Background: an optimization exercise with open tools, aiming at small area. Do not read the settings as production practice.
In this exercise RTL edits were held to simulation tests only and were not proved equivalent to the original.
No driver is modelled on the clock port, so clocking that relies on it looks cheaper here than on a real chip.
Power figures rest on the tool's default switching activity, not on a simulated workload.

==> run a <==
==> flow/design.v <==
module flash_dri
(
    input   wire        clk,
    input   wire        rst_n,
    output  reg         fls_sck,
    output  reg         fls_ncs,
    output  reg         fls_sdo,
    input   wire        fls_sdi,
    input   wire        start,
    input   wire [2:0]  mod_sel,
    input   wire [23:0] fls_addr,
    input   wire [7:0]  fls_write,
    output  reg  [7:0]  fls_read,
    output  reg         frd_en,
    output  reg  [23:0] frd_addr,
    output  reg  [7:0]  frd_data,
    output  reg  [15:0] id,
    output  reg         busy
);
localparam C_WFREE  = 3'd0;
localparam C_WEN    = 3'd1;
localparam C_ERASE  = 3'd2;
localparam C_WR     = 3'd3;
localparam C_RD     = 3'd4;
localparam C_FRD    = 3'd5;
localparam C_ID     = 3'd6;
localparam C_SECTOR = 3'd7;
reg  [8:0] f;
reg  [7:0] rx;
wire [2:0] fbyte = f[8:6];
wire [2:0] fbit  = f[5:3];
wire is_wfree = (mod_sel == C_WFREE);
wire is_frd   = (mod_sel == C_FRD);
wire is_rd    = (mod_sel == C_RD);
wire is_id    = (mod_sel == C_ID);
localparam [63:0] OPS   = {8'h20, 8'h90, 8'h0b, 8'h03, 8'h02, 8'hc7, 8'h06, 8'h05};
localparam [23:0] LASTS = {3'd5, 3'd7, 3'd7, 3'd6, 3'd6, 3'd2, 3'd2, 3'd3};
wire [7:0] op   = OPS[{mod_sel, 3'b000} +: 8];
wire [2:0] last = LASTS[mod_sel * 3 +: 3];
wire has_addr = (mod_sel == C_WR) | (mod_sel == C_RD) | (mod_sel == C_SECTOR);
wire has_data = (mod_sel == C_WR);
wire [7:0] addr_byte = (fbyte == 3'd2) ? fls_addr[23:16] :
                       (fbyte == 3'd3) ? fls_addr[15:8]  : fls_addr[7:0];
wire tx_bit = (fbyte == 3'd0) ? op[7] :
              (fbyte == 3'd1) ? op[~fbit] :
              (fbyte == 3'd5) ? (has_data & fls_write[~fbit]) :
              (fbyte[2:1] == 2'b11) ? 1'b0 :
              (has_addr & addr_byte[~fbit]);
wire idle    = (f == 9'd0);
wire f_pre   = (fbyte == 3'd0) & (f[5:0] == 6'd62);       
wire at_cap  = (f[5:0] == 6'd61);                        
wire at_end  = (f[5:0] == 6'd0) & (fbyte == last) &
               (is_wfree ? ~rx[0] : is_frd ? (&frd_addr) : 1'b1);
wire hold_hi = (is_wfree & (fbyte == 3'd3)) | (is_frd & (fbyte == 3'd7));
wire frd_load = is_frd & at_cap & (fbyte == 3'd0);
wire frd_cap  = is_frd & at_cap & fbyte[2] & fbyte[1];
wire rd_cap   = is_rd  & at_cap & (fbyte == 3'd5);
wire id_cap   = is_id  & at_cap & ((fbyte == 3'd5) | (fbyte == 3'd6));
always @(posedge clk) begin
    if (!rst_n)
        f <= 9'd0;
    else if (start)
        f <= 9'd61;
    else if (idle | at_end)
        f <= 9'd0;
    else begin
        f[5:0] <= f[5:0] + 6'd1;
        if ((&f[5:0]) & ~hold_hi)
            f[8:6] <= f[8:6] + 3'd1;
    end
end
always @(posedge clk) begin
    if (f[2:0] == 3'd2)
        rx <= {rx[6:0], fls_sdi};
end
always @(posedge clk) begin
    if (!rst_n) begin
        busy     <= 1'b0;
        fls_ncs  <= 1'b1;
        fls_sck  <= 1'b0;
        fls_sdo  <= 1'b0;
        frd_en   <= 1'b0;
        fls_read <= 8'd0;
        frd_data <= 8'd0;
        frd_addr <= 24'd0;
        id       <= 16'd0;
    end else begin
        busy    <= f_pre | (busy & ~at_end);
        fls_ncs <= ~busy;
        fls_sck <= busy & (f[2] ^ (f[1] & f[0]));
        fls_sdo <= busy & tx_bit;
        frd_en  <= frd_cap;
        if (rd_cap)
            fls_read <= rx;
        if (id_cap)
            id <= {id[7:0], rx};
        if (frd_cap)
            frd_data <= rx;
        if (frd_load)
            frd_addr <= 24'hff_ffff;
        else if (frd_cap)
            frd_addr <= frd_addr + 24'd1;
    end
end
endmodule
==> flow/run.sh <==
#!/bin/bash
# synth_recipe.tcl (not shown) runs the flow's synth.tcl, then flattens the netlist and writes it again
# the make line also repeats each setting of config.mk as NAME=value (left out here)
make -C /OpenROAD-flow-scripts/flow DESIGN_CONFIG=/design/flow/config.mk WORK_HOME=/design/flow/orfs CLKGATE_MAP_FILE= SYNTH_SCRIPT=/design/flow/synth_recipe.tcl finish
==> flow/config.mk <==
export PLATFORM = sky130hd
export DESIGN_NAME = flash_dri
export DESIGN_NICKNAME = flash_dri
export VERILOG_FILES = /design/flow/design.v
export SDC_FILE = /design/flow/constraint.sdc
export NUM_CORES = 4
export LEC_CHECK = 0
export CAP_MARGIN = 20
export CORE_MARGIN = 2
export CORE_UTILIZATION = 40
export PLACE_DENSITY = 0.6
export SLEW_MARGIN = 20
==> flow/constraint.sdc <==
create_clock -name core_clock -period 5.0 [get_ports {clk}]
set_input_delay 1.0000 -clock core_clock [delete_from_list [all_inputs] [get_ports {clk}]]
set_output_delay 1.0000 -clock core_clock [all_outputs]
set_load 0.01 [all_outputs]
==> run b (differences from run a) <==
==> flow/design.v, changed modules only <==
module flash_dri
(
    input   wire        clk,
    input   wire        rst_n,
    output  reg         fls_sck,
    output  reg         fls_ncs,
    output  reg         fls_sdo,
    input   wire        fls_sdi,
    input   wire        start,
    input   wire [2:0]  mod_sel,
    input   wire [23:0] fls_addr,
    input   wire [7:0]  fls_write,
    output  reg  [7:0]  fls_read,
    output  reg         frd_en,
    output  reg  [23:0] frd_addr,
    output  reg  [7:0]  frd_data,
    output  reg  [15:0] id,
    output  reg         busy
);
localparam C_WFREE  = 3'd0;
localparam C_WEN    = 3'd1;
localparam C_ERASE  = 3'd2;
localparam C_WR     = 3'd3;
localparam C_RD     = 3'd4;
localparam C_FRD    = 3'd5;
localparam C_ID     = 3'd6;
localparam C_SECTOR = 3'd7;
reg  [8:0] f;
reg  [7:0] rx;
wire [2:0] fbyte = f[8:6];
wire [2:0] fbit  = f[5:3];
wire is_wfree = (mod_sel == C_WFREE);
wire is_frd   = (mod_sel == C_FRD);
wire is_rd    = (mod_sel == C_RD);
wire is_id    = (mod_sel == C_ID);
localparam [63:0] OPS   = {8'h20, 8'h90, 8'h0b, 8'h03, 8'h02, 8'hc7, 8'h06, 8'h05};
localparam [23:0] LASTS = {3'd5, 3'd7, 3'd7, 3'd6, 3'd6, 3'd2, 3'd2, 3'd3};
wire [7:0] op   = OPS[{mod_sel, 3'b000} +: 8];
wire [2:0] last = LASTS[mod_sel * 3 +: 3];
wire has_addr = (mod_sel == C_WR) | (mod_sel == C_RD) | (mod_sel == C_SECTOR);
wire has_data = (mod_sel == C_WR);
wire [7:0] pay_byte;
genvar bi;
generate
    for (bi = 0; bi < 8; bi = bi + 1) begin : g_pay
        wire [3:0] col = {fls_write[bi], fls_addr[bi], fls_addr[8+bi], fls_addr[16+bi]};
        assign pay_byte[bi] = col[{fbyte[2], fbyte[0]}];
    end
endgenerate
wire pay_bit = pay_byte[~fbit];
wire pay_ok  = (fbyte[2] ? ~fbyte[1] : fbyte[1]) &
               (fbyte[2] & fbyte[0] ? has_data : has_addr);
wire tx_bit  = (fbyte[2:1] == 2'b00) ? op[fbyte[0] ? ~fbit : 3'd7] : (pay_ok & pay_bit);
wire idle    = (f == 9'd0);
wire f_pre   = (fbyte == 3'd0) & (f[5:0] == 6'd62);       
wire at_cap  = (f[5:0] == 6'd61);                        
wire at_end  = (f[5:0] == 6'd0) & (fbyte == last) &
               (is_wfree ? ~rx[0] : is_frd ? (&frd_addr) : 1'b1);
wire hold_hi = (is_wfree & (fbyte == 3'd3)) | (is_frd & (fbyte == 3'd7));
wire frd_load = is_frd & at_cap & (fbyte == 3'd0);
wire frd_cap  = is_frd & at_cap & fbyte[2] & fbyte[1];
wire rd_cap   = is_rd  & at_cap & (fbyte == 3'd5);
wire id_cap   = is_id  & at_cap & ((fbyte == 3'd5) | (fbyte == 3'd6));
always @(posedge clk) begin
    if (!rst_n)
        f <= 9'd0;
    else if (start)
        f <= 9'd61;
    else if (idle | at_end)
        f <= 9'd0;
    else begin
        f[5:0] <= f[5:0] + 6'd1;
        if ((&f[5:0]) & ~hold_hi)
            f[8:6] <= f[8:6] + 3'd1;
    end
end
always @(posedge clk) begin
    if (f[2:0] == 3'd2)
        rx <= {rx[6:0], fls_sdi};
end
always @(posedge clk) begin
    if (!rst_n) begin
        busy     <= 1'b0;
        fls_ncs  <= 1'b1;
        fls_sck  <= 1'b0;
        fls_sdo  <= 1'b0;
        frd_en   <= 1'b0;
    end else begin
        busy    <= f_pre | (busy & ~at_end);
        fls_ncs <= ~busy;
        fls_sck <= busy & (f[2] ^ (f[1] & f[0]));
        fls_sdo <= busy & tx_bit;
        frd_en  <= frd_cap;
    end
end
wire       rd_en  = rd_cap  | ~rst_n;
wire       id_en  = id_cap  | ~rst_n;
wire       frd_en_w = frd_cap | ~rst_n;
wire [7:0] rx_r   = rx & {8{rst_n}};
wire [7:0] idl_r  = id[7:0] & {8{rst_n}};
always @(posedge clk) begin
    if (rd_en)
        fls_read <= rx_r;
    if (frd_en_w)
        frd_data <= rx_r;
    if (id_en)
        id <= {idl_r, rx_r};
end
wire [2:0] blk_c;
assign blk_c[0] = frd_cap;
assign blk_c[1] = blk_c[0] & (&frd_addr[7:0]);
assign blk_c[2] = blk_c[1] & (&frd_addr[15:8]);
wire [24:0] addr_c;
genvar gi;
generate
    for (gi = 0; gi < 24; gi = gi + 1) begin : g_addr
        if (gi % 8 == 0) begin : g_blk
            assign addr_c[gi+1] = blk_c[gi/8] & frd_addr[gi];
            always @(posedge clk)
                frd_addr[gi] <= rst_n & (frd_load | (frd_addr[gi] ^ blk_c[gi/8]));
        end else begin : g_rip
            assign addr_c[gi+1] = addr_c[gi] & frd_addr[gi];
            always @(posedge clk)
                frd_addr[gi] <= rst_n & (frd_load | (frd_addr[gi] ^ addr_c[gi]));
        end
    end
endgenerate
endmodule
==> flow/flow/run.sh (new file) <==
#!/bin/bash
# Own layout flow: the standard layout (standard.sh), with two changes:
#  - synthesis is the standard synthesis script, except that ABC maps the
#    logic with an area-oriented script (flow/abc_area.script);
#  - the port buffers that global placement inserts are buf_1 cells;
#  - the clock tree is a single clock buffer (flow/cts_single_buffer.tcl).
set -euo pipefail
W=$(pwd)
FL=$W/flow

# standard synthesis script, with the ABC mapping script swapped
{
  cat <<'TCL'
proc abc {args} {
  set i [lsearch -exact $args -script]
  if { $i >= 0 } { lset args [expr {$i + 1}] $::env(MY_ABC_SCRIPT) }
  yosys abc {*}$args
}
TCL
  cat "$W/synth_recipe.tcl"
} > "$W/own_synth.tcl"

export MY_ABC_SCRIPT="$FL/abc_area.script"
export BUFFER_PORTS_ARGS="-buffer_cell sky130_fd_sc_hd__buf_1"
# clock tree: one clock buffer from the clock port to all registers
export PRE_CTS_TCL="$FL/cts_single_buffer.tcl"
export SINGLE_CLKBUF=sky130_fd_sc_hd__clkbuf_16
export CLOCK_PORT_NET=clk

bash "$W/standard.sh" SYNTH_SCRIPT="$W/own_synth.tcl" finish > "$W/flow_make.log" 2>&1
==> flow/flow/abc_area.script (new file) <==
strash
dch
amap
topo
==> flow/flow/cts_single_buffer.tcl (new file) <==
# PRE_CTS hook: the clock tree is a single clock buffer between the clock
# port and every register, placed at the registers' centroid.
proc clock_tree_synthesis {args} {
  set block [ord::get_db_block]
  set n 0
  set sx 0
  set sy 0
  foreach inst [$block getInsts] {
    set m [[$inst getMaster] getName]
    if { [string match "*df*" $m] } {
      set box [$inst getBBox]
      set sx [expr { $sx + ([$box xMin] + [$box xMax]) / 2.0 }]
      set sy [expr { $sy + ([$box yMin] + [$box yMax]) / 2.0 }]
      incr n
    }
  }
  set dbu [$block getDbUnitsPerMicron]
  set x [expr { $sx / $n / $dbu }]
  set y [expr { $sy / $n / $dbu }]
  puts "single clock buffer at ($x, $y) for $n registers"
  insert_buffer -buffer_cell $::env(SINGLE_CLKBUF) -net [get_nets $::env(CLOCK_PORT_NET)] \
    -location [list $x $y] -buffer_name clkbuf_0_clk -net_name clknet_0_clk
  set net [$block findNet clknet_0_clk]
  $net setSigType CLOCK
  set_propagated_clock [all_clocks]
}
==> flow/standard.sh (new file) <==
#!/bin/bash
# synth_recipe.tcl (not shown) runs the flow's synth.tcl, then flattens the netlist and writes it again
# the make line also repeats each setting of config.mk as NAME=value (left out here)
make -C /OpenROAD-flow-scripts/flow DESIGN_CONFIG=/design/flow/config.mk WORK_HOME=/design/flow/orfs CLKGATE_MAP_FILE= SYNTH_SCRIPT=/design/flow/synth_recipe.tcl "${@:-finish}"
removed: flow/run.sh
==> run c (differences from run a) <==
==> flow/design.v, changed modules only <==
module flash_dri
(
    input   wire        clk,
    input   wire        rst_n,
    output  reg         fls_sck,
    output  reg         fls_ncs,
    output  reg         fls_sdo,
    input   wire        fls_sdi,
    input   wire        start,
    input   wire [2:0]  mod_sel,
    input   wire [23:0] fls_addr,
    input   wire [7:0]  fls_write,
    output  reg  [7:0]  fls_read,
    output  reg         frd_en,
    output  reg  [23:0] frd_addr,
    output  reg  [7:0]  frd_data,
    output  reg  [15:0] id,
    output  reg         busy
);
localparam C_WFREE  = 3'd0;
localparam C_WEN    = 3'd1;
localparam C_ERASE  = 3'd2;
localparam C_WR     = 3'd3;
localparam C_RD     = 3'd4;
localparam C_FRD    = 3'd5;
localparam C_ID     = 3'd6;
localparam C_SECTOR = 3'd7;
reg  [8:0] f;
reg  [7:0] rx;
wire [2:0] fbyte = f[8:6];
wire [2:0] fbit  = f[5:3];
wire is_wfree = (mod_sel == C_WFREE);
wire is_frd   = (mod_sel == C_FRD);
wire is_rd    = (mod_sel == C_RD);
wire is_id    = (mod_sel == C_ID);
localparam [63:0] OPS   = {8'h20, 8'h90, 8'h0b, 8'h03, 8'h02, 8'hc7, 8'h06, 8'h05};
localparam [23:0] LASTS = {3'd5, 3'd7, 3'd7, 3'd6, 3'd6, 3'd2, 3'd2, 3'd3};
wire [7:0] op   = OPS[{mod_sel, 3'b000} +: 8];
wire [2:0] last = LASTS[mod_sel * 3 +: 3];
wire has_addr = (mod_sel == C_WR) | (mod_sel == C_RD) | (mod_sel == C_SECTOR);
wire has_data = (mod_sel == C_WR);
wire [7:0] pay_byte;
genvar bi;
generate
    for (bi = 0; bi < 8; bi = bi + 1) begin : g_pay
        wire [3:0] col = {fls_write[bi], fls_addr[bi], fls_addr[8+bi], fls_addr[16+bi]};
        assign pay_byte[bi] = col[{fbyte[2], fbyte[0]}];
    end
endgenerate
wire pay_bit = pay_byte[~fbit];
wire pay_ok  = (fbyte[2] ? ~fbyte[1] : fbyte[1]) &
               (fbyte[2] & fbyte[0] ? has_data : has_addr);
wire tx_bit  = (fbyte[2:1] == 2'b00) ? op[fbyte[0] ? ~fbit : 3'd7] : (pay_ok & pay_bit);
wire idle    = (f == 9'd0);
wire f_pre   = (fbyte == 3'd0) & (f[5:0] == 6'd62);       
wire at_cap  = (f[5:0] == 6'd61);                        
wire at_end  = (f[5:0] == 6'd0) & (fbyte == last) &
               (is_wfree ? ~rx[0] : is_frd ? (&frd_addr) : 1'b1);
wire hold_hi = (is_wfree & (fbyte == 3'd3)) | (is_frd & (fbyte == 3'd7));
wire frd_load = is_frd & at_cap & (fbyte == 3'd0);
wire frd_cap  = is_frd & at_cap & fbyte[2] & fbyte[1];
wire rd_cap   = is_rd  & at_cap & (fbyte == 3'd5);
wire id_cap   = is_id  & at_cap & ((fbyte == 3'd5) | (fbyte == 3'd6));
always @(posedge clk) begin
    if (!rst_n)
        f <= 9'd0;
    else if (start)
        f <= 9'd61;
    else if (idle | at_end)
        f <= 9'd0;
    else begin
        f[5:0] <= f[5:0] + 6'd1;
        if ((&f[5:0]) & ~hold_hi)
            f[8:6] <= f[8:6] + 3'd1;
    end
end
always @(posedge clk) begin
    if (f[2:0] == 3'd2)
        rx <= {rx[6:0], fls_sdi};
end
always @(posedge clk) begin
    if (!rst_n) begin
        busy     <= 1'b0;
        fls_ncs  <= 1'b1;
        fls_sck  <= 1'b0;
        fls_sdo  <= 1'b0;
        frd_en   <= 1'b0;
    end else begin
        busy    <= f_pre | (busy & ~at_end);
        fls_ncs <= ~busy;
        fls_sck <= busy & (f[2] ^ (f[1] & f[0]));
        fls_sdo <= busy & tx_bit;
        frd_en  <= frd_cap;
    end
end
wire       rd_en  = rd_cap  | ~rst_n;
wire       id_en  = id_cap  | ~rst_n;
wire       frd_en_w = frd_cap | ~rst_n;
wire [7:0] rx_r   = rx & {8{rst_n}};
wire [7:0] idl_r  = id[7:0] & {8{rst_n}};
always @(posedge clk) begin
    if (rd_en)
        fls_read <= rx_r;
    if (frd_en_w)
        frd_data <= rx_r;
    if (id_en)
        id <= {idl_r, rx_r};
end
wire [2:0] blk_c;
assign blk_c[0] = frd_cap;
assign blk_c[1] = blk_c[0] & (&frd_addr[7:0]);
assign blk_c[2] = blk_c[1] & (&frd_addr[15:8]);
wire [24:0] addr_c;
genvar gi;
generate
    for (gi = 0; gi < 24; gi = gi + 1) begin : g_addr
        if (gi % 8 == 0) begin : g_blk
            assign addr_c[gi+1] = blk_c[gi/8] & frd_addr[gi];
            always @(posedge clk)
                frd_addr[gi] <= rst_n & (frd_load | (frd_addr[gi] ^ blk_c[gi/8]));
        end else begin : g_rip
            assign addr_c[gi+1] = addr_c[gi] & frd_addr[gi];
            always @(posedge clk)
                frd_addr[gi] <= rst_n & (frd_load | (frd_addr[gi] ^ addr_c[gi]));
        end
    end
endgenerate
endmodule
==> flow/flow/run.sh (new file) <==
#!/bin/bash
# Own layout flow: the standard layout (standard.sh), with two changes:
#  - synthesis is the standard synthesis script, except that ABC maps the
#    logic with an area-oriented script (flow/abc_area.script);
#  - the port buffers that global placement inserts are buf_1 cells.
set -euo pipefail
W=$(pwd)
FL=$W/flow

# standard synthesis script, with the ABC mapping script swapped
{
  cat <<'TCL'
proc abc {args} {
  set i [lsearch -exact $args -script]
  if { $i >= 0 } { lset args [expr {$i + 1}] $::env(MY_ABC_SCRIPT) }
  yosys abc {*}$args
}
TCL
  cat "$W/synth_recipe.tcl"
} > "$W/own_synth.tcl"

export MY_ABC_SCRIPT="$FL/abc_area.script"
export BUFFER_PORTS_ARGS="-buffer_cell sky130_fd_sc_hd__buf_1"
export CTS_ARGS="-sink_clustering_enable -repair_clock_nets -dont_use_dummy_load"

bash "$W/standard.sh" SYNTH_SCRIPT="$W/own_synth.tcl" finish > "$W/flow_make.log" 2>&1
==> flow/flow/abc_area.script (new file) <==
strash
dch
amap
topo
==> flow/standard.sh (new file) <==
#!/bin/bash
# synth_recipe.tcl (not shown) runs the flow's synth.tcl, then flattens the netlist and writes it again
# the make line also repeats each setting of config.mk as NAME=value (left out here)
make -C /OpenROAD-flow-scripts/flow DESIGN_CONFIG=/design/flow/config.mk WORK_HOME=/design/flow/orfs CLKGATE_MAP_FILE= SYNTH_SCRIPT=/design/flow/synth_recipe.tcl "${@:-finish}"
CAP_MARGIN = 0   (was 20)
SLEW_MARGIN = 0   (was 20)
removed: flow/run.sh
==> qor summary <==
                                                                                          run a                      run b                    run c
Result of the run                                                       complete, no violations  aborted with a tool error  complete, no violations
Failing step                                                                                  -                    4_1_cts                        -
Design area                                                                        0.005226 mm2                          -             0.004096 mm2
Multi-input logic cell count                                                                301                          -                      232
Clk buf depth                                                                                 2                          -                        2
Max FFs per register                                                                         24                          -                       24
Total negative slack for setup checks                                                      0 ns                          -                     0 ns
Actual slew at the worst max-slew pin                                                 0.9686 ns                          -                0.8515 ns
Sink of the worst hold path                                                         frd_data[6]                          -                    rx[4]
TritonCTS Sinks                                                                              78                          -                       78
Number of levels in the clock H-tree                                                          3                          -                        3
Maximum fanout along the worst path                                                          17                          -                        8
Worst-case setup margin in the final layout                                            1.946 ns                          -                 1.405 ns
Total inserted antenna cells                                                                  0                          -                        0
Most common library cell in the layout ignoring fill and taps  sky130_fd_sc_hd__clkdlybuf4s50_1                          -   sky130_fd_sc_hd__buf_1
Proportion of power drawn by flip-flops and latches                                       52.4%                          -                    61.9%
Met1 track demand over resource                                                          24.96%                          -                   19.53%
Static Leakage                                                                         1.792 nW                          -                 1.582 nW
Post-Route Utilization                                                                   53.72%                          -                   49.36%
Net count reported at finish                                                                551                          -                      517
Beginning of the critical path                                                       mod_sel[1]                          -               mod_sel[2]
Area of all sequential standard cells                                              0.001642 mm2                          -             0.001962 mm2
Number of tapcells                                                                          133                          -                      105
Met2 Usage GRT                                                                           31.34%                          -                   26.87%
Sequential fraction of the synthesis area                                                41.15%                     56.91%                   56.91%

==> separate check: timing with driven ports <==
In the flow no input, the clock included, has a driving cell. The finished layouts below were timed again as built, in two steps.
Step 1 sets driving cells, clkbuf_16 on the clock port and buf_2 on the other inputs (assumed; they add their load-dependent delay and slew).
Step 2 times the ports against the registers' clock, not the clock port: input delays grow and output delays shrink by t, the midpoint of the rising clock arrivals with the driver on.
a / b / c = ideal / step 1 / step 2; a / b = the first two.
run	shift t [ns]	setup WS [ns]	worst setup path at the end	worst data-port slew with drivers (ns)
run a	0.381	1.946 / 1.955 / 1.574	input to register	0.04
run c	0.365	1.405 / 1.396 / 1.030	input to register	0.05
After both steps setup and hold are still met in every run listed. The setup slack of run c, which loses most, moves by -0.009 ns with the drivers and by -0.375 ns with both steps.
